This design comes from an exercise in tuning for small area on the open sky130 flow, not from production work. At most, simulation tests tie the RTL to the original design; equivalence was not proved. Power figures rest on the tool's default switching activity, not on a simulated workload.

== red ==
## CHIP
module CHIP #(                                                                                  
    parameter BIT_W = 32                                                                        
)(                                                                                              
        input               i_clk,                                                              
        input               i_rst_n,                                                            
        input  [BIT_W-1:0]  i_IMEM_data,                                                        
        output [BIT_W-1:0]  o_IMEM_addr,                                                        
        output              o_IMEM_cen,                                                         
        input               i_DMEM_stall,                                                       
        input  [BIT_W-1:0]  i_DMEM_rdata,                                                       
        output              o_DMEM_cen,                                                         
        output              o_DMEM_wen,                                                         
        output [BIT_W-1:0]  o_DMEM_addr,                                                        
        output [BIT_W-1:0]  o_DMEM_wdata,                                                       
        output              o_finish,                                                           
        input               i_cache_finish,                                                     
        output              o_proc_finish                                                       
);                                                                                              
    localparam [3:0] S_INIT  = 4'd0,   
  ...
clock: 20.0 ns
lec_check: 0
abc_area: 1
cap_margin: 20
core_margin: 2
core_utilization: 30
slew_margin: 20
standard.sh (not shown) runs the stock make flow with config.mk's settings and CLKGATE_MAP_FILE= SYNTH_SCRIPT=/design/flow/synth_recipe.tcl, a recipe that flattens the netlist after the stock synthesis.
==> flow/flow/run.sh <==
#!/bin/bash
# The standard ORFS layout (standard.sh), with three changes:
#  - ABC maps for area only (a copy of ORFS's scripts with its own abc_area.script);
#  - CTS without dummy loads, clkbuf_4 buffers and bounded sink clusters;
#  - buf_1 cells as the port buffers.
# make's full output goes to flow_make.log; each tool's log is under orfs/logs/.
set -euo pipefail
rm -rf scripts_local
cp -r "$FLOW_HOME/scripts" scripts_local
printf '%s\n' '&get -n' '&st' '&dch' '&nf -R 1000' '&put' > scripts_local/abc_area.script
export SCRIPTS_DIR="$PWD/scripts_local"
export CTS_ARGS="-sink_clustering_enable -repair_clock_nets -dont_use_dummy_load -buf_list sky130_fd_sc_hd__clkbuf_4 -sink_clustering_size 11 -sink_clustering_max_diameter 50"
export BUFFER_PORTS_ARGS="-buffer_cell sky130_fd_sc_hd__buf_1"
bash standard.sh > flow_make.log 2>&1
--- input diff red..blue ---
--- a/flow/design.v
+++ b/flow/design.v
@@ -58,35 +58,35 @@
     reg  [31:0] ar;                    
     reg  [31:0] dr;                    
     reg  [2:0]  off;                   
     reg         c, ic, c2, z, t, mbit, mnext;
     reg  [4:0]  cnt;
     reg         st_req;                
     reg         mbusy;                 
     reg  [1:0]  xsel;                  
     reg  [2:0]  ysel;                  
     reg         sub, lop, rdwe, wdinc, pcinc, pcR, cin_t, slti_t, br_t, mcap, cnt_ld, cnt_dec, cap, st_go;
     reg  [3:0]  fs_n;
     wire        rs2z = ~|ins[24:20];
-    wire [4:0]  ridx = ((fs == S_F0) & (d_op | d_store | d_br)) ? ins[24:20] : ins[19:15];
+    wire [4:0]  ridx = ((fs == S_F0) & (d_op | d_store | (d_br & ~rs2z))) ? ins[24:20] : ins[19:15];
     wire [127:0] bots;
     reg  [3:0]  A;
     integer k;
     always @(*) begin
         A = 4'd0;
         for (k = 1; k < 32; k = k + 1) A = A | (bots[k*4 +: 4] & {4{ridx == k}});
     end
     wire [3:0]  P = pc[3:0];
     wire [3:0]  dtap = dr[off*4 +: 4];
-    wire [3:0]  asrc = ar[3:0];
+    wire [3:0]  asrc = (fs == S_F0) ? A : ar[3:0];
     wire [3:0]  accL = {asrc[2:0], c2 & ~ph0};
     wire [3:0]  accR = {ar[4] & ~ph7, ar[3:1]};
     wire [3:0]  X = (xsel == 2'd1) ? A : (xsel == 2'd2) ? P : 4'd0;
     reg  [3:0]  Yr;
     always @(*) begin
         case (ysel)
             3'd1:    Yr = immd;
             3'd2:    Yr = dtap;
             3'd3:    Yr = accL;
             3'd4:    Yr = accR;
             3'd5:    Yr = i_DMEM_rdata[3:0];
             default: Yr = 4'd0;
@@ -104,54 +104,56 @@
         xsel = 2'd0; ysel = 3'd0; sub = 1'b0; lop = 1'b0; rdwe = 1'b0; wdinc = 1'b0;
         pcinc = 1'b0; pcR = 1'b0; cin_t = 1'b0; slti_t = 1'b0; br_t = 1'b0; mcap = 1'b0;
         cnt_ld = 1'b0; cnt_dec = 1'b0; cap = 1'b0; st_go = 1'b0;
         fs_n = fs;
         case (fs)
             S_INIT: if (ph7) fs_n = S_F0;
             S_F0: begin
                 if (d_opimm) begin
                     if (ins[12]) begin                        
                         if (ins[24] | ~|ins[23:20]) begin     
                             xsel = ins[24] ? 2'd0 : 2'd1; rdwe = 1'b1; pcinc = 1'b1;
                         end else begin
-                            xsel = 2'd1;
-                            cnt_ld = 1'b1; if (ph7) fs_n = S_IT;
+                            if (ins[14]) xsel = 2'd1;         
+                            else ysel = 3'd3;                 
+                            if (~ins[14] & (ins[23:20] == 4'd1)) begin rdwe = 1'b1; pcinc = 1'b1; end
+                            else begin cnt_ld = 1'b1; if (ph7) fs_n = S_IT; end
                         end
                     end else if (ins[13]) begin               
                         xsel = 2'd1; ysel = 3'd1; sub = 1'b1; slti_t = 1'b1;
                         if (ph7) fs_n = S_F1;
                     end else begin                            
                         xsel = 2'd1; ysel = 3'd1; rdwe = 1'b1; pcinc = 1'b1;
                     end
                 end else if (d_load) begin                    
                     xsel = 2'd1; ysel = 3'd1;
                     if (ph7 & ~mwait) fs_n = S_MREQ;
                 end else if (d_store) begin
                     pcinc = 1'b1;
                     if (ph7) fs_n = S_F1;
                 end else if (d_br) begin
-                    if (1'b0) begin
+                    if (rs2z) begin                           
                         xsel = 2'd1; sub = 1'b1; br_t = 1'b1;
                         if (ph7) fs_n = S_F2;
                     end else if (ph7) fs_n = S_F1;
                 end else if (d_op) begin
                     if (ins[25]) begin                        
                         mcap = ph7; cnt_ld = 1'b1;
                         if (ph7) fs_n = S_IT;
                     end else if (ph7) fs_n = S_F1;
                 end else if (d_jal) begin
                     xsel = 2'd2; ysel = 3'd1; pcR = 1'b1; rdwe = 1'b1; wdinc = 1'b1;
                 end else if (d_jalr) begin
                     xsel = 2'd1;
-                    if (1'b0) begin ysel = 3'd1; pcR = 1'b1; end
+                    if (ins[11:7] == 5'd0) begin ysel = 3'd1; pcR = 1'b1; end    
                     else begin rdwe = 1'b1; if (ph7) fs_n = S_F1; end
                 end else if (d_auipc) begin
                     xsel = 2'd2; ysel = 3'd1; rdwe = 1'b1; pcinc = 1'b1;
                 end
             end
             S_F1: begin
                 if (d_opimm) begin                            
                     cin_t = 1'b1; rdwe = 1'b1; pcinc = 1'b1;
                     if (ph7) fs_n = S_F0;
                 end else if (d_store) begin                   
                     xsel = 2'd1; ysel = 3'd1;
                     if (ph7 & ~mwait) begin st_go = 1'b1; fs_n = S_F0; end
@@ -223,25 +225,25 @@
         pc    <= {init ? pcd : pcR ? R : pcinc ? incs[3:0] : P, pc[31:4]};
         ar    <= {R, ar[31:4]};
         dr    <= cap ? i_DMEM_rdata : {(fs == S_F0) ? A : dr[3:0], dr[31:4]};
         off   <= cap ? ph + 3'd1 : (fs == S_F0) ? 3'd0 : off;
         c     <= sum[4];
         ic    <= incs[4];
         c2    <= asrc[3];
         z     <= zc;
         if (ph7 & slti_t) t <= (X[3] ^ Yr[3]) ? X[3] : sum[3];
         if (ph7 & br_t)   t <= (ins[14] ? sum[3] : zc) ^ ins[12];
         mnext <= mnew;
         if (ph7) mbit <= mnew;
-        if (cnt_ld)       cnt <= d_op ? 5'd31 : {1'b0, ins[23:20]} - 5'd1;
+        if (cnt_ld)       cnt <= d_op ? 5'd31 : {1'b0, ins[23:20]} - (ins[14] ? 5'd1 : 5'd2);
         else if (cnt_dec) cnt <= cntm1;
     end
     always @(posedge i_clk or negedge i_rst_n) begin
         if (!i_rst_n) begin
             ph <= 3'd0;
             fs <= S_INIT;
             st_req <= 1'b0;
             mbusy <= 1'b0;
         end else begin
             ph <= ph + 3'd1;
             fs <= fs_n;
             st_req <= st_go;
### Flow results
Having completed the whole flow, blue delivered a layout that passed the timing, design-rule and antenna checks.
Compared with red, blue shows a final critical-path setup slack that is 690 ps lower.
Reported clock group power across red and blue: no real change.
Delta(minimum hold slack, blue - red) < 0
Re met1 demand-to-capacity share in global routing: blue is 0.47 points down on red.
Delta (blue minus red): proportion of total power due to net switching went up by 0.73 points, total power went down by 26 uW, synthesized cell count went up by 66, sequential fraction of the synthesis area went down by 0.70 points.
Function not checked in blue: the RTL went through the layout flow alone.

[afterwards: timing with drivers on the ports]
The flow's constraints put no driver on any port. The routed layouts listed below were extracted and timed again, unchanged, in two steps. Step 1 sets driving cells, clkbuf_16 on the clock port and buf_2 on the other inputs (assumed; they add their load-dependent delay and slew). Step 2 also shifts input and output timing later by t, the mid clock arrival at the registers, as if the neighbouring blocks saw the same clock. Three values: ideal ports, drivers, drivers and shift; two values: the first two.
run | shift t [ns] | setup slack, ns | worst setup path after step 2 | latest minus earliest clock arrival (ns) | worst register clock-pin slew, ns
red | 0.944 | 7.889 / 7.879 / 6.935 | input to register | 0.063 / 0.062 | 0.12 / 0.12
blue | 0.876 | 7.200 / 7.230 / 6.354 | input to register | 0.116 / 0.116 | 0.12 / 0.12
After both steps setup and hold are still met in every run listed. For red, which loses most, drivers alone change the setup slack by -0.010 ns; drivers and shift together by -0.954 ns.
